From an optimization exercise on the open Yosys and OpenROAD flow, aimed at small area; shortcuts taken in it are not production practice. Function was checked by simulation only, so behaviour that the tests miss may differ from the original. The clock port is modelled as an ideal driver, which makes a skipped or thinned clock tree look cheaper than it is; a real chip needs a root buffer or a tree. Power is estimated from default activity; no workload was simulated.

### flow/cut.py
# Cut a flat gate netlist at its registers for a combinational equivalence
# check: each register's outputs become inputs of the module and its
# inputs (but the clock) become outputs. usage: cut.py IN.v OUT.v
import re, sys
SEQ = re.compile(r'sky130_fd_sc_hd__(dfxtp|dfrtp|dfstp|edfxtp|dfxbp|dfrbp|sdfxtp)_\d+$')
OUTPINS = {'Q', 'Q_N'}
src = re.sub(r'\(\*.*?\*\)', '', open(sys.argv[1]).read(), flags=re.S)
inst = re.compile(r'(sky130_fd_sc_hd__\w+)\s+(\\\S+|\w+)\s*\((.*?)\);', re.S)
pins = re.compile(r'\.(\w+)\(\s*([^()]*?)\s*\)')
ports, asg = [], []
def rep(m):
    cell, name, body = m.group(1), m.group(2), m.group(3)
    if not SEQ.match(cell):
        return m.group(0)
    key = re.sub(r'[^A-Za-z0-9_]', '_', name)
    for p, net in pins.findall(body):
        if p == 'CLK' or not net:
            continue
        if p in OUTPINS:
            ports.append(('input', f'QI_{key}_{p}')); asg.append(f'assign {net} = QI_{key}_{p};')
        else:
            ports.append(('output', f'DO_{key}_{p}')); asg.append(f'assign DO_{key}_{p} = {net};')
    return ''
body = inst.sub(rep, src)
m = re.search(r'module\s+(\S+)\s*\(([^)]*)\);', body)
body = body[:m.end(2)] + ''.join(', ' + n for _, n in ports) + body[m.end(2):]
i = body.index(');', m.start()) + 2
body = body[:i] + ''.join(f'\n  {d} {n};' for d, n in ports) + body[i:]
j = body.rindex('endmodule')
body = body[:j] + ''.join('\n  ' + a for a in asg) + '\n' + body[j:]
open(sys.argv[2], 'w').write(body)
print(len(ports), 'register pins cut')
### constraint.sdc
create_clock -name core_clock -period 20.0 [get_ports {CLOCK_50}]
set_input_delay 4.0000 -clock core_clock [delete_from_list [all_inputs] [get_ports {CLOCK_50}]]
set_output_delay 4.0000 -clock core_clock [all_outputs]
set_load 0.01 [all_outputs]
### flow/run.sh
#!/bin/bash
# Own layout flow: the standard flow (standard.sh) with three changes.
#  1. After the standard synthesis, the logic between the registers is
#     re-mapped by ABC for area (flow/resyn.tcl), several times with
#     different seeds; the smallest netlist that a SAT check proves
#     equivalent to the standard one (flow/cut.py, flow/equiv.tcl) is laid
#     out. Registers keep their instances, names and cells.
#  2. Port buffers use the smallest buffer cell (buffer_ports -buffer_cell).
#  3. Clock tree synthesis without dummy loads; afterwards (flow/post_cts.tcl)
#     the root clock buffer drives all clock sinks through one net.
# Each tool's output goes to its own log file in this folder.
set -euo pipefail
W=$PWD
R=$W/orfs/results/$FLOW_PLATFORM/CWRU_Transceiver_RX/base
export BUFFER_PORTS_ARGS="-buffer_cell sky130_fd_sc_hd__buf_1"
export POST_CTS_TCL=$W/flow/post_cts.tcl
export CLOCK_PORT_NET=CLOCK_50
export CLOCK_ROOT_CELL=sky130_fd_sc_hd__clkbuf_16
export CLOCK_COLLAPSE=1
export CTS_ARGS="-sink_clustering_enable -repair_clock_nets -dont_use_dummy_load -buf_list sky130_fd_sc_hd__clkbuf_8"

bash standard.sh synth > $W/log_1_standard_synth.log 2>&1
cp $R/1_2_yosys.v $W/standard_netlist.v

export LIB_FILE=$FLOW_HOME/platforms/$FLOW_PLATFORM/lib/sky130_fd_sc_hd__tt_025C_1v80.lib
export TOP=$FLOW_TOP
DU=""
for c in probe_p_8 probec_p_8 lpflow_bleeder_1 lpflow_clkbufkapwr_1 lpflow_clkbufkapwr_16 \
  lpflow_clkbufkapwr_2 lpflow_clkbufkapwr_4 lpflow_clkbufkapwr_8 lpflow_clkinvkapwr_1 \
  lpflow_clkinvkapwr_16 lpflow_clkinvkapwr_2 lpflow_clkinvkapwr_4 lpflow_clkinvkapwr_8 \
  lpflow_decapkapwr_12 lpflow_decapkapwr_3 lpflow_decapkapwr_4 lpflow_decapkapwr_6 \
  lpflow_decapkapwr_8 lpflow_inputiso0n_1 lpflow_inputiso0p_1 lpflow_inputiso1n_1 \
  lpflow_inputiso1p_1 lpflow_inputisolatch_1 lpflow_isobufsrc_1 lpflow_isobufsrc_16 \
  lpflow_isobufsrc_2 lpflow_isobufsrc_4 lpflow_isobufsrc_8 lpflow_isobufsrckapwr_16 \
  lpflow_lsbuf_lh_hl_isowell_tap_1 lpflow_lsbuf_lh_hl_isowell_tap_2 \
  lpflow_lsbuf_lh_hl_isowell_tap_4 lpflow_lsbuf_lh_isowell_4 lpflow_lsbuf_lh_isowell_tap_1 \
  lpflow_lsbuf_lh_isowell_tap_2 lpflow_lsbuf_lh_isowell_tap_4; do
  DU="$DU -dont_use sky130_fd_sc_hd__$c"
done
export ABC_DONT_USE="$DU"
YOSYS=$(command -v yosys || echo $FLOW_HOME/../tools/install/yosys/bin/yosys)
PY=$(command -v python3)

mkdir -p $W/resyn
$PY $W/flow/cut.py $W/standard_netlist.v $W/resyn/gold_cut.v > $W/log_2_cut_gold.log 2>&1
# candidates: deep AIG synthesis with different seeds and times, then area mapping
run_cand() {
  local k=$1 t=$2 s=$3
  printf '&get -n\n&st\n&deepsyn -T %s -S %s\n&dch -f\n&nf -a -R 1000\n&st\n&dch -f\n&nf -a -R 1000\n&put\ntopo\n' $t $s > $W/resyn/c$k.abc
  ( export ABC_SCRIPT=$W/resyn/c$k.abc IN_NETLIST=$W/standard_netlist.v OUT_NETLIST=$W/resyn/c$k.v
    $YOSYS -c $W/flow/resyn.tcl > $W/log_2_resyn_c$k.log 2>&1 &&
    $PY $W/flow/cut.py $W/resyn/c$k.v $W/resyn/c${k}_cut.v > $W/log_2_cut_c$k.log 2>&1 &&
    GOLD_CUT=$W/resyn/gold_cut.v GATE_CUT=$W/resyn/c${k}_cut.v $YOSYS -c $W/flow/equiv.tcl > $W/log_2_equiv_c$k.log 2>&1 &&
    grep -m1 "Chip area" $W/log_2_resyn_c$k.log | awk '{print $NF}' > $W/resyn/c$k.area ) || true
}
k=0
for t in 20 40; do
  for s in 1 2 3 4; do
    k=$((k+1)); run_cand $k $t $s &
  done
  wait
done
best=""; best_area=""
for a in $W/resyn/c*.area; do
  [[ -s $a ]] || continue
  v=$(cat $a)
  if [[ -z $best_area ]] || awk -v x=$v -v y=$best_area 'BEGIN{exit !(x<y)}'; then best=${a%.area}; best_area=$v; fi
done
echo "best: $best $best_area" > $W/log_2_resyn_best.log
if [[ -n $best ]]; then
  cp $best.v $R/1_2_yosys.v
  rm -f $R/1_synth.odb $R/1_synth.sdc
fi

bash standard.sh finish > $W/log_3_standard_finish.log 2>&1
### flow/resyn.tcl
# Re-map the combinational logic of the standard synthesis netlist for area.
# Registers are kept as they are (same instances, names and cells); only the
# logic between them is re-mapped by ABC. Reads IN_NETLIST, writes OUT_NETLIST.
yosys read_liberty -ignore_miss_func -ignore_miss_dir $::env(LIB_FILE)
# sequential cells stay as they are
foreach c [list sky130_fd_sc_hd__dfxtp_1 sky130_fd_sc_hd__dfxtp_2 sky130_fd_sc_hd__dfxtp_4 \
             sky130_fd_sc_hd__dfrtp_1 sky130_fd_sc_hd__dfstp_1 sky130_fd_sc_hd__edfxtp_1 \
             sky130_fd_sc_hd__dfxbp_1 sky130_fd_sc_hd__dfrbp_1 sky130_fd_sc_hd__sdfxtp_1] {
  yosys blackbox $c
}
yosys read_verilog $::env(IN_NETLIST)
yosys hierarchy -top $::env(TOP)
yosys flatten
yosys opt_clean -purge
yosys abc -liberty $::env(LIB_FILE) {*}$::env(ABC_DONT_USE) -script $::env(ABC_SCRIPT)
yosys opt_clean -purge
yosys hilomap -singleton -hicell sky130_fd_sc_hd__conb_1 HI -locell sky130_fd_sc_hd__conb_1 LO
yosys opt_clean -purge
yosys rename -hide w:*.*
yosys stat -liberty $::env(LIB_FILE)
yosys write_verilog -noattr -noexpr -nohex -nodec $::env(OUT_NETLIST)
### design.v
module clk_40_gen(
	input clk,
	input rst,
	output tick  
);
localparam [10:0] POL = 11'b01010101010;
reg [10:0] q;
wire [10:0] v = q ^ POL;
assign tick = (v == 11'd1753);
wire fb = v[10] ^ v[1] ^ tick;
always @(posedge clk)
begin
	if (rst)
		q <= 11'd1770 ^ POL;
	else
		q <= {v[9:0], fb} ^ POL;
end
endmodule
module sample_decoder(
	input clk,  
	input rst,  
	input en,  
	input signal,  
	output idle,  
	output reg [2:0] st  
);
localparam [3:0] P9 = 4'b0111, P1 = 4'b1001, P0 = 4'b0011;
reg [2:0] win;
reg [3:0] pos;
reg ca, cb;  
wire at_p0 = (pos == P0);
assign idle = (win == 3'd7) && (pos == P9);
wire go = en && (!idle || signal);  
wire last = (win == 3'd0) && (pos == P1);  
wire wend = at_p0 || last;  
wire bit_set = (ca & ~cb) | (signal & (last ? (ca | cb) : (ca & cb)));
wire [3:0] pos_step = {pos[2:0], pos[3] ^ pos[2] ^ at_p0};
wire [2:0] win_dec = {win[2] ^ ~(win[1] | win[0]), ~(win[1] ^ win[0]), ~win[0]};
always @(posedge clk)
begin
	if (rst || (go && last))
		pos <= P9;
	else if (go)
		pos <= pos_step;
	if (rst)
		win <= 3'd7;
	else if (go && wend)
		win <= win_dec;
	if (rst || (go && wend))
	begin
		ca <= 1'b0;
		cb <= 1'b0;
	end
	else if (en && signal)
	begin
		ca <= ca | cb;
		cb <= ~ca;
	end
	if (rst)
		st <= 3'b111;
	else if (go && wend)
	begin
		case (win)
			3'd7: st <= bit_set ? 3'b100 : 3'b111;
			3'd5: st[1] <= st[1] | bit_set;
			3'd3: if (bit_set) st <= {~st[1] | st[0], ~st[1] | st[0], 1'b1};
			3'd1: if (bit_set) st <= {st[2], 1'b1, st[2]};
			default: if (bit_set) st <= 3'b111;
		endcase
	end
end
endmodule
module HEX_display(
	input clk,  
	input rst,  
	input load,  
	input [2:0] st,  
	output [6:0] HEX0
);
reg [2:0] h;
always @(posedge clk)
begin
	if (rst)
		h <= 3'b111;  
	else if (load && !(&st))
		h <= st;
end
assign HEX0[6] = h[2];
assign HEX0[5] = ~h[2] | h[1] | h[0];
assign HEX0[4] = h[1];
assign HEX0[3] = h[2] & h[1];
assign HEX0[2] = h[0];
assign HEX0[1] = &h;
assign HEX0[0] = h[2] & h[1];
endmodule
module CWRU_Transceiver_RX(
	input CLOCK_50,  
	input rst,  
	input [35:0] GPIO_1,  
	output [6:0] HEX0  
);
wire tick_40, idle;
wire [2:0] result;
clk_40_gen c(CLOCK_50, rst, tick_40);  
sample_decoder d(CLOCK_50, rst, tick_40, GPIO_1[15], idle, result);  
HEX_display h(CLOCK_50, rst, idle, result, HEX0);  
endmodule
### standard.sh
#!/bin/bash
# synth_recipe.tcl (not shown) runs the flow's synth.tcl, then flattens the netlist and writes it again
# the make line also repeats each setting of config.mk as NAME=value (left out here)
make -C /OpenROAD-flow-scripts/flow DESIGN_CONFIG=/design/flow/config.mk WORK_HOME=/design/flow/orfs CLKGATE_MAP_FILE= SYNTH_SCRIPT=/design/flow/synth_recipe.tcl "${@:-finish}"
### flow/post_cts.tcl
# After clock tree synthesis: with CLOCK_COLLAPSE 1, drive every clock sink
# from the root clock buffer through one net, replacing the leaf buffers of
# the small H-tree; either way size the root buffer as CLOCK_ROOT_CELL.
set block [ord::get_db_block]
set clk_port_net [$block findNet $::env(CLOCK_PORT_NET)]
set root ""
foreach it [$clk_port_net getITerms] {
  if {[$it isInputSignal] || [$it getIoType] eq "INPUT"} {
    set inst [$it getInst]
    if {[string match "sky130_fd_sc_hd__clkbuf_*" [[$inst getMaster] getName]]} { set root $inst }
  }
}
if {$root eq ""} { puts "post_cts: no root clock buffer found, tree left as is"; return }
set rootnet [[$root findITerm X] getNet]
if {!$::env(CLOCK_COLLAPSE)} {
  # keep the tree; only size the root buffer, which drives the leaf buffers
  replace_cell [$root getName] $::env(CLOCK_ROOT_CELL)
  detailed_placement
  check_placement -verbose
  estimate_parasitics -placement
  return
}
set leaves {}
foreach it [$rootnet getITerms] {
  set inst [$it getInst]
  if {$inst eq $root} continue
  if {[string match "sky130_fd_sc_hd__clkbuf_*" [[$inst getMaster] getName]]} { lappend leaves $inst }
}
set moved 0
foreach leaf $leaves {
  set lnet [[$leaf findITerm X] getNet]
  foreach it [$lnet getITerms] {
    if {[$it getInst] eq $leaf} continue
    $it disconnect
    $it connect $rootnet
    incr moved
  }
  [$leaf findITerm A] disconnect
  [$leaf findITerm X] disconnect
  odb::dbInst_destroy $leaf
  odb::dbNet_destroy $lnet
}
puts "post_cts: removed [llength $leaves] leaf clock buffers, moved $moved sinks to [$rootnet getName]"
replace_cell [$root getName] $::env(CLOCK_ROOT_CELL)
detailed_placement
check_placement -verbose
estimate_parasitics -placement
report_clock_min_period
### flow/equiv.tcl
# Combinational equivalence of two netlists cut at their registers
# (flow/cut.py): GOLD_CUT and GATE_CUT, top module TOP.
yosys read_liberty -ignore_miss_func -ignore_miss_dir $::env(LIB_FILE)
yosys read_verilog $::env(GOLD_CUT)
yosys rename $::env(TOP) gold
yosys read_verilog $::env(GATE_CUT)
yosys rename $::env(TOP) gate
yosys flatten gold gate
yosys opt_clean
yosys miter -equiv -flatten -make_assert gold gate miter
yosys hierarchy -top miter
yosys sat -verify -prove-asserts miter
### config.mk
export PLATFORM = sky130hd
export DESIGN_NAME = CWRU_Transceiver_RX
export DESIGN_NICKNAME = CWRU_Transceiver_RX
export VERILOG_FILES = /design/flow/design.v
export SDC_FILE = /design/flow/constraint.sdc
export NUM_CORES = 4
export LEC_CHECK = 0
export CAP_MARGIN = 20
export CORE_AREA = 2 2 64 64
export DIE_AREA = 0 0 66 66
export SLEW_MARGIN = 20
==> results of run 1 <==
state kept, by name, summed over array words and instances (netlist names):
register / cells
c.q: 11
d.ca: 1
d.cb: 1
d.pos: 4
d.st: 3
d.win: 3
h.h: 3
cells in the final DEF, fill, tap and decap left out, drive strengths merged:
| cell | instances |
|---|---|
| nor3b | 1 |
| a21boi | 2 |
| nor2b | 4 |
| or3b | 1 |
| clkinv | 2 |
| and4 | 1 |
| nand4bb | 1 |
| nand4 | 1 |
| nor3 | 10 |
| or4 | 1 |
| and2 | 2 |
| a211o | 2 |
| buf | 9 |
| xnor2 | 2 |
| nand2 | 8 |
| o21bai | 3 |
| clkbuf | 1 |
| o211ai | 1 |
| dfxtp | 26 |
| a21oi | 5 |
| nand3 | 3 |
| and3 | 2 |
| a211oi | 1 |
| o21ai | 5 |
| nand2b | 6 |
| o22ai | 1 |
| nor2 | 19 |
| xor2 | 1 |
layout make-up:
type | instances | area (um2)
fill | 411 | 2580
sequential | 26 | 520
multi-input combinational | 83 | 457
tap | 48 | 60.1
timing repair buffer | 9 | 33.8
clock buffer | 1 | 25.0
inverter | 2 | 7.51
per-layer routing:
metal  global-route usage  wire length (um)  vias to the layer above
li1                     -                 -                      405
met1                0.145               813                      361
met2                0.163               765                       34
met3               0.0204               143                        0
met4              0.00765                 0                        0
met5                    0                 0                        -
through the flow:
stage / total power [W] / util / instances
after floorplan: 0.0000600 / - / 111
after global placement: 0.0000622 / 0.292 / 168
after detailed placement: 0.0000625 / 0.292 / 168
after global routing: 0.0000873 / 0.299 / 169
final: 0.0000832 / 0.299 / 169
report_power, final:
group	internal [W]	switching, W
combinational	0.00000233	0.00000337
sequential	0.0000539	0.00000154
clock	0.00000922	0.0000128
worst paths after layout:
path                                         from                    to  slack [ps]  cells past startpoint
worst max-delay path                          rst  d.st[1]$_SDFFE_PP1P_       14200                      7
worst min register to register  c.q[7]$_SDFF_PP0_     c.q[8]$_SDFF_PP0_         400                      1
worst max register to register  c.q[8]$_SDFF_PP0_  d.st[1]$_SDFFE_PP1P_       17300                     10
worst min-delay path            c.q[7]$_SDFF_PP0_     c.q[8]$_SDFF_PP0_         400                      1
==> flow_summary_export.csv, run 1 <==
group,metric,value,unit
die,die-area,0.00436,mm2
global_routing,grt_pass1_wl,2880,um
routing,drtIter0Drc,66,
critical_path,end_kind,"flop",
placed_design,postPlaceCellArea,0.00108,mm2
routing,ant_nets,0,
die,die_h,66,um
die,die_x,66,um
power_and_ir_drop,irDropWorstVdd,0.0000358,V
finish,drive_above_1_share,0.00826,
timing,slew_headroom,0.390,
synth,syn_nets,149,
timing,worst_pin_slew,915,ps
critical_path,cp_cell_sequence,"buf_1 > a21oi_1 > a21oi_1 > a21boi_0 > nand3_1 > o21ai_0 > a21oi_1",
timing,whs,402,ps
global_routing,grt-ovfl-total,0,
critical_path,crit_buf_inv,1,
synth,synth_cells,111,
critical_path,critPathTopFamily,"compound AO/OA/AOI/OAI gates",
synth,syn-cell-area,985,um2
synth,syn_avg_cell_area,8.87,um2
timing,fin_tns_setup,0,ps
finish,nNetsFinal,161,
placed_design,dp_hpwl,1290,um
timing,rsz0062_at_grt,"no",
flow_run,drv_cap,0,
timing,setup_viol,0,
finish,finalInstanceArea,0.00110,mm2
die,rows,22,
die,design.core.area,0.00369,mm2
critical_path,arrival,5840,ps
timing,hold_viol_final,0,
placed_design,place_ws,14030,ps
timing,fmaxAchievable,0.172,GHz
finish,antenna_cells,0,
routing,vias,800,
timing,clock-skew-final,4.09,ps
routing,drt_first_pass_iters,5,
critical_path,critPathKind,"primary input to flop",
finish,syn_to_final_growth,12.1,%
timing,period_needed,5800,ps
routing,via_per_inst,4.73,
global_routing,antenna_found_initial,0,
critical_path,slowest_stage,"buf_1",
critical_path,worstPathRequired,20040,ps
routing,remaining_drc_errors,0,
global_routing,grt_pass1_vias,677,
global_routing,grt_max_degree,27,
die,ios,45,
timing,drv_slew,0,
critical_path,cp_common_cell,"a21oi_1",
critical_path,critical_path.max_fanout,24,
power_and_ir_drop,p_per_area,75.4,mW/mm2
clocking,clk_latency,160,ps
placed_design,gp_congestion,0.741,
synth,ys_warn_count,3,
critical_path,slowest_delay,660,ps
routing,wl,1720,um
placed_design,port_buffers,9,
min_path,hp-class,"flop to flop",
clocking,clk_pin_slew,100,ps
timing,layout_setup_ws,14200,ps
power_and_ir_drop,total_leakage_power,0.400,nW
timing,timing.final.crit_share,0.290,
die,start_util,0.267,
routing,wire_per_inst,10.2,um
critical_path,start_kind,"primary input",
clocking,cts_sinks,26,
global_routing,grt.total_usage,0.101,
status,status,"no timing/DRC/antenna violations",
==> run 2, diff against run 1 <==
--- a/flow/run.sh
+++ b/flow/run.sh
@@ -1,8 +1,8 @@
 #!/bin/bash
 # Own layout flow: the standard flow (standard.sh) with three changes.
 #  1. After the standard synthesis, the logic between the registers is
-#     re-mapped by ABC for area (flow/resyn.tcl), several times with
-#     different seeds; the smallest netlist that a SAT check proves
+#     re-mapped by ABC for area (flow/resyn.tcl), many times with
+#     different seeds and scripts; the smallest netlist that a SAT check proves
 #     equivalent to the standard one (flow/cut.py, flow/equiv.tcl) is laid
 #     out. Registers keep their instances, names and cells.
 #  2. Port buffers use the smallest buffer cell (buffer_ports -buffer_cell).
@@ -15,7 +15,7 @@
 export BUFFER_PORTS_ARGS="-buffer_cell sky130_fd_sc_hd__buf_1"
 export POST_CTS_TCL=$W/flow/post_cts.tcl
 export CLOCK_PORT_NET=CLOCK_50
-export CLOCK_ROOT_CELL=sky130_fd_sc_hd__clkbuf_16
+export CLOCK_ROOT_CELL=sky130_fd_sc_hd__buf_12
 export CLOCK_COLLAPSE=1
 export CTS_ARGS="-sink_clustering_enable -repair_clock_nets -dont_use_dummy_load -buf_list sky130_fd_sc_hd__clkbuf_8"
 
@@ -43,29 +43,41 @@
 
 mkdir -p $W/resyn
 $PY $W/flow/cut.py $W/standard_netlist.v $W/resyn/gold_cut.v > $W/log_2_cut_gold.log 2>&1
-# candidates: deep AIG synthesis with different seeds and times, then area mapping
+# candidates: deep AIG synthesis with different seeds, then area mapping by
+# &nf or by amap; two rounds, the second starting from the first's best
 run_cand() {
-  local k=$1 t=$2 s=$3
-  printf '&get -n\n&st\n&deepsyn -T %s -S %s\n&dch -f\n&nf -a -R 1000\n&st\n&dch -f\n&nf -a -R 1000\n&put\ntopo\n' $t $s > $W/resyn/c$k.abc
-  ( export ABC_SCRIPT=$W/resyn/c$k.abc IN_NETLIST=$W/standard_netlist.v OUT_NETLIST=$W/resyn/c$k.v
+  local k=$1 s=$2 m=$3 in=$4
+  if [[ $m == nf ]]; then
+    printf '&get -n\n&st\n&deepsyn -T 40 -S %s\n&dch -f\n&nf -a -R 1000\n&put\ntopo\n' $s > $W/resyn/c$k.abc
+  else
+    printf '&get -n\n&st\n&deepsyn -T 40 -S %s\n&put\ndch -f\namap\ntopo\n' $s > $W/resyn/c$k.abc
+  fi
+  ( export ABC_SCRIPT=$W/resyn/c$k.abc IN_NETLIST=$in OUT_NETLIST=$W/resyn/c$k.v
     $YOSYS -c $W/flow/resyn.tcl > $W/log_2_resyn_c$k.log 2>&1 &&
     $PY $W/flow/cut.py $W/resyn/c$k.v $W/resyn/c${k}_cut.v > $W/log_2_cut_c$k.log 2>&1 &&
     GOLD_CUT=$W/resyn/gold_cut.v GATE_CUT=$W/resyn/c${k}_cut.v $YOSYS -c $W/flow/equiv.tcl > $W/log_2_equiv_c$k.log 2>&1 &&
     grep -m1 "Chip area" $W/log_2_resyn_c$k.log | awk '{print $NF}' > $W/resyn/c$k.area ) || true
 }
+pick_best() {
+  best=""; best_area=""
+  for a in $W/resyn/c*.area; do
+    [[ -s $a ]] || continue
+    v=$(cat $a)
+    if [[ -z $best_area ]] || awk -v x=$v -v y=$best_area 'BEGIN{exit !(x<y)}'; then best=${a%.area}; best_area=$v; fi
+  done
+}
 k=0
-for t in 20 40; do
-  for s in 1 2 3 4; do
-    k=$((k+1)); run_cand $k $t $s &
+for round in 1 2; do
+  in=$W/standard_netlist.v
+  if [[ $round == 2 ]]; then pick_best; [[ -n $best ]] && in=$best.v; fi
+  for m in nf amap; do
+    for s in 1 2 3 4; do
+      k=$((k+1)); run_cand $k $((round*10+s)) $m $in &
+    done
+    wait
   done
-  wait
 done
-best=""; best_area=""
-for a in $W/resyn/c*.area; do
-  [[ -s $a ]] || continue
-  v=$(cat $a)
-  if [[ -z $best_area ]] || awk -v x=$v -v y=$best_area 'BEGIN{exit !(x<y)}'; then best=${a%.area}; best_area=$v; fi
-done
+pick_best
 echo "best: $best $best_area" > $W/log_2_resyn_best.log
 if [[ -n $best ]]; then
   cp $best.v $R/1_2_yosys.v
==> flow_summary_export.csv, run 2 <==
group,metric,value,unit
routing,vias,835,
finish,final_cell_mix,"dfxtp_1 (26), nor2_1 (22), clkinv_1 (13), o21ai_0 (12), buf_1 (9)",
die,rows,22,
global_routing,grt-ovfl-total,0,
die,die_h,66,um
critical_path,worstPathRequired,20010,ps
power_and_ir_drop,irDropWorstVdd,0.0000263,V
synth,ys_warn_count,3,
finish,final_util,0.285,
synth,syn_avg_cell_area,8.38,um2
die,die_x,66,um
synth,synth_cells,112,
placed_design,gp_congestion,0.825,
timing,timing.final.crit_share,0.281,
timing,fin_tns_setup,0,ps
die,ios,45,
clocking,cts_sinks,26,
power_and_ir_drop,p_per_area,76.6,mW/mm2
min_path,hp-class,"flop to flop",
die,die-area,0.00436,mm2
routing,via_per_inst,4.91,
power_and_ir_drop,total_leakage_power,0.371,nW
critical_path,start_kind,"primary input",
finish,top_register,"c.q",
critical_path,arrival,5620,ps
routing,remaining_drc_errors,0,
global_routing,grt_pass1_wl,2970,um
timing,clock-skew-final,5.42,ps
finish,drive_above_1_share,0.00820,
synth,syn_nets,150,
timing,period_needed,5610,ps
critical_path,end_kind,"flop",
timing,worst_pin_slew,536,ps
finish,syn_to_final_growth,12.1,%
timing,setup_viol,0,
global_routing,grt_pass1_vias,704,
critical_path,critPathKind,"primary input to flop",
finish,nNetsFinal,162,
timing,fmaxAchievable,0.178,GHz
placed_design,port_buffers,9,
finish,multi_input_area,369,um2
finish,nFillCells,406,
clocking,clk_pin_slew,100,ps
status,status,"no timing/DRC/antenna violations",
flow_run,drv_cap,0,
finish,largestRegisters,"c.q (11), d.pos (4)",
synth,syn-cell-area,938,um2
routing,ant_nets,0,
timing,drv_slew,0,
global_routing,antenna_found_initial,0,
finish,final_common_cell,"dfxtp_1",
timing,rsz0062_at_grt,"no",
timing,hold_viol_final,0,
die,design.core.area,0.00369,mm2
die,start_util,0.254,
clocking,clk_latency,130,ps
global_routing,grt.total_usage,0.104,
critical_path,critical_path.max_fanout,13,
routing,wl,1720,um
routing,wire_per_inst,10.1,um
global_routing,grt_max_degree,27,
routing,drt_first_pass_iters,7,
finish,register_area,520,um2
placed_design,dp_hpwl,1300,um
timing,whs,400,ps
timing,slew_headroom,0.643,
routing,drtIter0Drc,82,
finish,antenna_cells,0,
finish,largest_reg_flops,11,
run 2: cell types whose count changed in the layout (fill, tap and decap cells not counted), sizes merged, moves of 3 or more:
cell    previous run  this run
a31oi              0         3
o21ai              5        12
nor2              19        22
nand2b             6         0
o21bai             3         0
nor3              10         6
a21oi              5         2
clkinv             2        13
run 2: layout make-up:
cell class	count	area share
clock buffers	1	0.0190
inverters	13	0.0464
multi-input cells	73	0.351
flip-flops and latches	26	0.495
well taps	48	0.0571
repair buffers	9	0.0321
run 2: layer usage:
metal | vias up | share of wire | global-route usage
li1 | 408 | - | -
met1 | 390 | 0.47 | 0.143
met2 | 35 | 0.45 | 0.170
met3 | 2 | 0.075 | 0.0204
met4 | 0 | 0.0064 | 0.0153
met5 | - | 0 | 0
run 2: final timing paths:
kind	cells past startpoint	start	to	slack, ps
worst min-delay path	1	c.q[5]$_SDFF_PP0_	c.q[6]$_SDFF_PP1_	400
worst max register to register	13	c.q[7]$_SDFF_PP0_	d.st[0]$_SDFFE_PP1P_	17220
worst min register to register	1	c.q[5]$_SDFF_PP0_	c.q[6]$_SDFF_PP1_	400
worst max-delay path	6	rst	d.st[0]$_SDFFE_PP1P_	14390
run 2: metrics by stage:
| stage | power (W) | std cells | instance area (um2) | setup slack [ps] |
|---|---|---|---|---|
| floorplan | 0.0000591 | 112 | 938 | 15110 |
| global placement | 0.0000609 | 169 | 1030 | 14330 |
| detailed placement | 0.0000612 | 169 | 1030 | 14250 |
| global route | 0.0000842 | 170 | 1050 | 14090 |
| finish | 0.0000806 | 170 | 1050 | 14390 |
run 2: critical path, stage by stage:
cell and delay (ps):
buf_1 410, clkinv_1 430, a31oi_1 420, o31ai_1 180
nand3_1 110, o21ai_0 70
run 2: report_power, final:
part / leakage (nW) / switching [W] / internal [W]
logic: 0.148 / 0.00000300 / 0.00000180
clock network: 0.00940 / 0.0000125 / 0.00000816
registers: 0.214 / 0.00000134 / 0.0000538
==> run 3, diff against run 2 <==
--- a/flow/run.sh
+++ b/flow/run.sh
@@ -15,7 +15,7 @@
 export BUFFER_PORTS_ARGS="-buffer_cell sky130_fd_sc_hd__buf_1"
 export POST_CTS_TCL=$W/flow/post_cts.tcl
 export CLOCK_PORT_NET=CLOCK_50
-export CLOCK_ROOT_CELL=sky130_fd_sc_hd__buf_12
+export CLOCK_ROOT_CELL=sky130_fd_sc_hd__clkbuf_16
 export CLOCK_COLLAPSE=1
 export CTS_ARGS="-sink_clustering_enable -repair_clock_nets -dont_use_dummy_load -buf_list sky130_fd_sc_hd__clkbuf_8"
 
==> flow_summary_export.csv, run 3 <==
group,metric,value,unit
clocking,cts_sinks,26,
finish,syn_to_final_growth,12.7,%
die,die_h,66,um
synth,ys_warn_count,3,
global_routing,use_met1,0.149,
critical_path,r2r-end,"d.st[0]$_SDFFE_PP1P_",
finish,final_cell_mix,"dfxtp_1 (26), nor2_1 (22), clkinv_1 (13), o21ai_0 (12), buf_1 (9)",
routing,drtIter0Drc,81,
synth,synth_cells,112,
power_and_ir_drop,p_per_area,77.3,mW/mm2
die,die_x,66,um
synth,syn_avg_cell_area,8.38,um2
critical_path,critPathKind,"primary input to flop",
routing,drt_first_pass_iters,6,
timing,fmaxAchievable,0.179,GHz
die,start_util,0.254,
global_routing,grt.total_usage,0.106,
global_routing,grt_max_degree,27,
power_and_ir_drop,total_leakage_power,0.374,nW
finish,finalInstanceArea,0.00106,mm2
synth,syn_nets,150,
timing,hold_viol_final,0,
clocking,clk_latency,160,ps
global_routing,antenna_found_initial,0,
clocking,clk_pin_slew,100,ps
global_routing,grt_pass1_wl,2980,um
placed_design,gp_congestion,0.825,
min_path,hold_start,"c.q[5]$_SDFF_PP0_",
critical_path,start_kind,"primary input",
critical_path,slowest_stage,"clkinv_1",
flow_run,drv_cap,0,
critical_path,r2r-start,"c.q[7]$_SDFF_PP0_",
timing,fin_tns_setup,0,ps
critical_path,worstPathRequired,20040,ps
finish,final_common_cell,"dfxtp_1",
finish,drive_above_1_share,0.00820,
critical_path,critical_path.max_fanout,13,
min_path,min_to,"c.q[6]$_SDFF_PP1_",
global_routing,met3_usage,0.0204,
global_routing,busiest_layer,"met2",
routing,wl,1720,um
critical_path,cp_cell_sequence,"buf_1 > clkinv_1 > a31oi_1 > o31ai_1 > nand3_1 > o21ai_0",
finish,nNetsFinal,162,
status,status,"no timing/DRC/antenna violations",
global_routing,grt-ovfl-total,0,
finish,nFillCells,406,
routing,vias,811,
critical_path,arrival,5630,ps
die,ios,45,
routing,wire_per_inst,10.1,um
finish,register_area,520,um2
finish,top_register,"c.q",
placed_design,port_buffers,9,
routing,via_per_inst,4.77,
timing,rsz0062_at_grt,"no",
die,design.core.area,0.00369,mm2
placed_design,postPlaceCellArea,0.00103,mm2
timing,drv_slew,0,
synth,syn-cell-area,938,um2
min_path,whs_path_depth,1,
finish,largest_reg_flops,11,
min_path,hp-class,"flop to flop",
critical_path,reg2reg_slack,17230,ps
routing,remaining_drc_errors,0,
timing,period_needed,5590,ps
critical_path,crit_buf_inv,2,
critical_path,slowest_delay,430,ps
global_routing,grt_pass1_vias,697,
finish,largestRegisters,"c.q (11), d.pos (4)",
timing,slew_headroom,0.638,
finish,antenna_cells,0,
timing,clock-skew-final,5.76,ps
timing,setup_viol,0,
finish,multi_input_area,369,um2
timing,worst_pin_slew,542,ps
die,die-area,0.00436,mm2
routing,ant_nets,0,
die,rows,22,
global_routing,use_met2,0.170,
critical_path,end_kind,"flop",
placed_design,dp_hpwl,1300,um
critical_path,worstRegToRegCells,13,
timing,timing.final.crit_share,0.280,
critical_path,critPathTopFamily,"buffers and inverters",
power_and_ir_drop,irDropWorstVdd,0.0000313,V
==> run 3: power breakdown <==
part / switching, W / internal, W
combinational: 0.00000298 / 0.00000180
sequential: 0.00000134 / 0.0000538
clock: 0.0000126 / 0.00000921
==> run 3: stage by stage <==
| step | worst slack, ps | total power (W) | hold slack [ps] | utilization | cells |
|---|---|---|---|---|---|
| 2_1_floorplan | 15110 | 0.0000591 | 367 | - | 112 |
| 3_3_place_gp | 14330 | 0.0000609 | 377 | 0.280 | 169 |
| 3_5_place_dp | 14250 | 0.0000612 | 374 | 0.280 | 169 |
| 5_1_grt | 14110 | 0.0000857 | 424 | 0.287 | 170 |
| 6_report | 14410 | 0.0000817 | 401 | 0.287 | 170 |
==> run 3: area by class of cell <==
| type | instances | share of cell area |
|---|---|---|
| clock buffer | 1 | 0.0237 |
| timing repair buffer | 9 | 0.0320 |
| inverter | 13 | 0.0462 |
| sequential | 26 | 0.492 |
| tap | 48 | 0.0568 |
| multi-input combinational | 73 | 0.349 |
==> run 3: worst max path at each step <==
| stage | startpoint | endpoint | slack (ps) | cells after the start |
|---|---|---|---|---|
| 6_report | rst | d.st[0]$_SDFFE_PP1P_ | 14410 | 6 |
| 3_5_place_dp | rst | d.st[0]$_SDFFE_PP1P_ | 14250 | 6 |
| 5_1_grt | rst | d.st[0]$_SDFFE_PP1P_ | 14110 | 6 |
| 2_1_floorplan | h.h[2]$_SDFFE_PP1P_ | HEX0[5] | 15110 | 2 |
| 3_3_place_gp | rst | d.st[0]$_SDFFE_PP1P_ | 14330 | 6 |
==> run 3: per-layer routing <==
metal	routed length [um]	vias to the layer above
met5	0	-
met4	11	0
met3	136	2
met2	776	34
met1	796	369
li1	-	406
==> run 3: worst register-to-register path: cells and delay by family (launching register included) <==
| family | cells | cell delay [ps] |
|---|---|---|
| AO/OA/AOI/OAI | 4 | 790 |
| AND/OR/NAND/NOR | 8 | 1300 |
| flip-flops | 1 | 320 |
| buffers and inverters | 1 | 250 |
==> run 4, diff against run 3 <==
--- a/design.v
+++ b/design.v
@@ -25,17 +25,19 @@
 	output reg [2:0] st  
 );
 localparam [3:0] P9 = 4'b0111, P1 = 4'b1001, P0 = 4'b0011;
-reg [2:0] win;
+reg ph;
+reg [1:0] pair;
+wire w7 = !ph && pair == 2'b00;
+wire w0 = ph && pair == 2'b10;
 reg [3:0] pos;
 reg ca, cb;  
 wire at_p0 = (pos == P0);
-assign idle = (win == 3'd7) && (pos == P9);
+assign idle = w7 && (pos == P9);
 wire go = en && (!idle || signal);  
-wire last = (win == 3'd0) && (pos == P1);  
+wire last = w0 && (pos == P1);  
 wire wend = at_p0 || last;  
 wire bit_set = (ca & ~cb) | (signal & (last ? (ca | cb) : (ca & cb)));
 wire [3:0] pos_step = {pos[2:0], pos[3] ^ pos[2] ^ at_p0};
-wire [2:0] win_dec = {win[2] ^ ~(win[1] | win[0]), ~(win[1] ^ win[0]), ~win[0]};
 always @(posedge clk)
 begin
 	if (rst || (go && last))
@@ -43,9 +45,16 @@
 	else if (go)
 		pos <= pos_step;
 	if (rst)
-		win <= 3'd7;
+	begin
+		ph <= 1'b0;
+		pair <= 2'b00;
+	end
 	else if (go && wend)
-		win <= win_dec;
+	begin
+		ph <= !ph;
+		if (ph)
+			pair <= {pair[0], !pair[1]};
+	end
 	if (rst || (go && wend))
 	begin
 		ca <= 1'b0;
@@ -60,13 +69,17 @@
 		st <= 3'b111;
 	else if (go && wend)
 	begin
-		case (win)
-			3'd7: st <= bit_set ? 3'b100 : 3'b111;
-			3'd5: st[1] <= st[1] | bit_set;
-			3'd3: if (bit_set) st <= {~st[1] | st[0], ~st[1] | st[0], 1'b1};
-			3'd1: if (bit_set) st <= {st[2], 1'b1, st[2]};
-			default: if (bit_set) st <= 3'b111;
-		endcase
+		if (ph)
+		begin
+			if (bit_set) st <= 3'b111;
+		end
+		else
+			case (pair)
+				2'b00: st <= bit_set ? 3'b100 : 3'b111;
+				2'b01: st[1] <= st[1] | bit_set;
+				2'b11: if (bit_set) st <= {~st[1] | st[0], ~st[1] | st[0], 1'b1};
+				default: if (bit_set) st <= {st[2], 1'b1, st[2]};
+			endcase
 	end
 end
 endmodule
--- a/flow/run.sh
+++ b/flow/run.sh
@@ -7,7 +7,7 @@
 #     out. Registers keep their instances, names and cells.
 #  2. Port buffers use the smallest buffer cell (buffer_ports -buffer_cell).
 #  3. Clock tree synthesis without dummy loads; afterwards (flow/post_cts.tcl)
-#     the root clock buffer drives all clock sinks through one net.
+#     one buffer (buf_12) at the root drives all clock sinks through one net.
 # Each tool's output goes to its own log file in this folder.
 set -euo pipefail
 W=$PWD
@@ -15,7 +15,7 @@
 export BUFFER_PORTS_ARGS="-buffer_cell sky130_fd_sc_hd__buf_1"
 export POST_CTS_TCL=$W/flow/post_cts.tcl
 export CLOCK_PORT_NET=CLOCK_50
-export CLOCK_ROOT_CELL=sky130_fd_sc_hd__clkbuf_16
+export CLOCK_ROOT_CELL=sky130_fd_sc_hd__buf_12
 export CLOCK_COLLAPSE=1
 export CTS_ARGS="-sink_clustering_enable -repair_clock_nets -dont_use_dummy_load -buf_list sky130_fd_sc_hd__clkbuf_8"
 
@@ -70,9 +70,9 @@
 for round in 1 2; do
   in=$W/standard_netlist.v
   if [[ $round == 2 ]]; then pick_best; [[ -n $best ]] && in=$best.v; fi
-  for m in nf amap; do
+  for m in nf amap nf amap; do
     for s in 1 2 3 4; do
-      k=$((k+1)); run_cand $k $((round*10+s)) $m $in &
+      k=$((k+1)); run_cand $k $((round*100+k)) $m $in &
     done
     wait
   done
==> flow_summary_export.csv, run 4 <==
group,metric,value,unit
placed_design,place_ws,14220,ps
critical_path,critPathKind,"primary input to flop",
timing,rsz0062_at_grt,"no",
finish,final_cell_mix,"dfxtp_1 (26), nor2_1 (24), clkinv_1 (16), nand2_1 (9), buf_1 (9)",
routing,ant_nets,0,
timing,fin_tns_setup,0,ps
placed_design,dp_hpwl,1380,um
die,die_h,66,um
critical_path,crit_buf_inv,3,
critical_path,r2r-start,"c.q[1]$_SDFF_PP0_",
finish,final_common_cell,"dfxtp_1",
global_routing,use_met2,0.196,
global_routing,grt.total_usage,0.104,
die,start_util,0.257,
finish,largest_reg_flops,11,
placed_design,postPlaceCellArea,0.00104,mm2
routing,wl,1830,um
timing,hold_viol_final,0,
critical_path,end_kind,"flop",
power_and_ir_drop,total_leakage_power,0.372,nW
global_routing,met3_usage,0.0153,
synth,syn_avg_cell_area,8.53,um2
critical_path,slowest_stage,"clkinv_1",
critical_path,r2r-end,"d.st[2]$_SDFFE_PP1P_",
min_path,min_to,"c.q[10]$_SDFF_PP1_",
critical_path,worstRegToRegCells,14,
critical_path,slowest_delay,410,ps
timing,slew_headroom,0.703,
global_routing,grt_pass1_wl,3070,um
global_routing,use_met1,0.127,
critical_path,reg2reg_slack,16590,ps
finish,largestRegisters,"c.q (11), d.pos (4)",
die,die-area,0.00436,mm2
power_and_ir_drop,p_total,0.0000774,W
flow_run,drv_cap,0,
finish,syn_to_final_growth,12.0,%
finish,drive_above_1_share,0.00826,
synth,syn_nets,149,
die,design.core.area,0.00369,mm2
status,status,"no timing/DRC/antenna violations",
min_path,hp-class,"flop to flop",
critical_path,start_kind,"primary input",
timing,clock-skew-final,5.26,ps
routing,remaining_drc_errors,0,
finish,nNetsFinal,161,
min_path,hold_start,"c.q[9]$_SDFF_PP0_",
timing,worst_pin_slew,434,ps
timing,period_needed,5660,ps
synth,ys_warn_count,3,
synth,synth_cells,111,
global_routing,busiest_layer,"met2",
power_and_ir_drop,p_per_area,72.9,mW/mm2
global_routing,antenna_found_initial,0,
timing,fmaxAchievable,0.177,GHz
routing,drt_first_pass_iters,6,
global_routing,grt-ovfl-total,0,
die,die_x,66,um
global_routing,grt_max_degree,27,
die,rows,22,
routing,drtIter0Drc,58,
critical_path,arrival,5740,ps
routing,vias,804,
timing,timing.final.crit_share,0.283,
synth,syn-cell-area,947,um2
routing,via_per_inst,4.76,
timing,layout_setup_ws,14340,ps
finish,antenna_cells,0,
finish,top_register,"c.q",
die,ios,45,
global_routing,grt_pass1_vias,748,
clocking,cts_sinks,26,
placed_design,port_buffers,9,
timing,setup_viol,0,
finish,nFillCells,411,
critical_path,worstPathRequired,20080,ps
placed_design,gp_congestion,0.716,
clocking,clk_pin_slew,100,ps
critical_path,cp_cell_sequence,"buf_1 > clkinv_1 > nand2_1 > clkinv_1 > a31oi_1 > o31a_1 > nor2_1 > nor2_1",
critical_path,critPathTopFamily,"buffers and inverters",
timing,drv_slew,0,
min_path,whs_path_depth,1,
finish,finalInstanceArea,0.00106,mm2
routing,wire_per_inst,10.8,um
power_and_ir_drop,irDropWorstVdd,0.0000466,V
critical_path,critical_path.max_fanout,12,
clocking,clk_latency,130,ps
-- run 4: final cells by class --
| cell class | instances | area, um2 | share of cell area |
|---|---|---|---|
| Multi-Input combinational cell | 69 | 367 | 0.346 |
| Timing Repair Buffer | 9 | 33.8 | 0.0318 |
| Clock buffer | 1 | 20.0 | 0.0189 |
| Inverter | 16 | 60.1 | 0.0566 |
| Tap cell | 48 | 60.1 | 0.0566 |
| Sequential cell | 26 | 520 | 0.491 |
-- run 4: per-stage QoR --
step / std cells / util / hold slack (ps)
6_report: 169 / 0.288 / 401
5_1_grt: 169 / 0.288 / 419
3_5_place_dp: 168 / 0.282 / 379
3_3_place_gp: 168 / 0.282 / 378
2_1_floorplan: 111 / - / 361
-- run 4: worst max path at each step --
stage                     startpoint              endpoint  slack (ps)  depth (start not counted)
after floorplan                  rst  d.st[2]$_SDFFE_PP1P_       15080                          7
after global placement           rst  d.st[2]$_SDFFE_PP1P_       14270                          8
after detailed placement         rst  d.st[2]$_SDFFE_PP1P_       14220                          8
after global routing             rst  d.st[2]$_SDFFE_PP1P_       14090                          8
final                            rst  d.st[2]$_SDFFE_PP1P_       14340                          8
-- run 4: per-layer routing --
metal  vias to the layer above  routed length, um
met5                         -                  0
met2                        21                923
met4                         0                 22
li1                        407                  -
met1                       372                785
met3                         4                 97
-- run 4: power breakdown --
group	switching, W	internal, W
Sequential	0.000000700	0.0000532
Combinational	0.00000163	0.000000911
Clock	0.0000128	0.00000816
-- run 4: worst reg2reg max path, stage by stage (launching register included) --
cell,delay (ps)
dfxtp_1,360
clkinv_1,80
or4b_1,490
or4_1,500
nor2_1,290
clkinv_1,220
nor2_1,160
o21ai_0,120
o21bai_1,230
nand2_1,170
clkinv_1,140
a31oi_1,260
o31a_1,190
nor2_1,40
nor2_1,90

## re-timing with driven ports
In the flow no input, the clock included, has a driving cell. The finished layouts below were timed again as built, in two steps. Step 1 (the two cells are an assumption about what drives the block):
set clk [get_ports {CLOCK_50}]
set_driving_cell -lib_cell sky130_fd_sc_hd__clkbuf_16 $clk
set_driving_cell -lib_cell sky130_fd_sc_hd__buf_2 [delete_from_list [all_inputs] $clk]
Step 2, shift: input delay + t, output delay - t, t = (earliest + latest rising clock arrival at the registers) / 2. This alone moves slack from input paths to output paths. Slacks: no drivers / after step 1 / after step 2; pairs: no drivers / after step 1.
| run | t (ns) | setup slack, ns | latest minus earliest clock arrival (ns) | cell pins on the clock port's net |
|---|---|---|---|---|
| run 1 | 0.183 | 14.201 / 14.200 / 14.017 | 0.004 / 0.004 | 1 |
| run 2 | 0.160 | 14.388 / 14.394 / 14.234 | 0.006 / 0.006 | 1 |
| run 3 | 0.183 | 14.408 / 14.413 / 14.229 | 0.005 / 0.005 | 1 |
| run 4 | 0.161 | 14.339 / 14.344 / 14.184 | 0.005 / 0.005 | 1 |
After both steps every run listed still meets setup and hold. The setup slack of run 1, which loses most, moves by -0.001 ns with the drivers and by -0.184 ns with both steps.
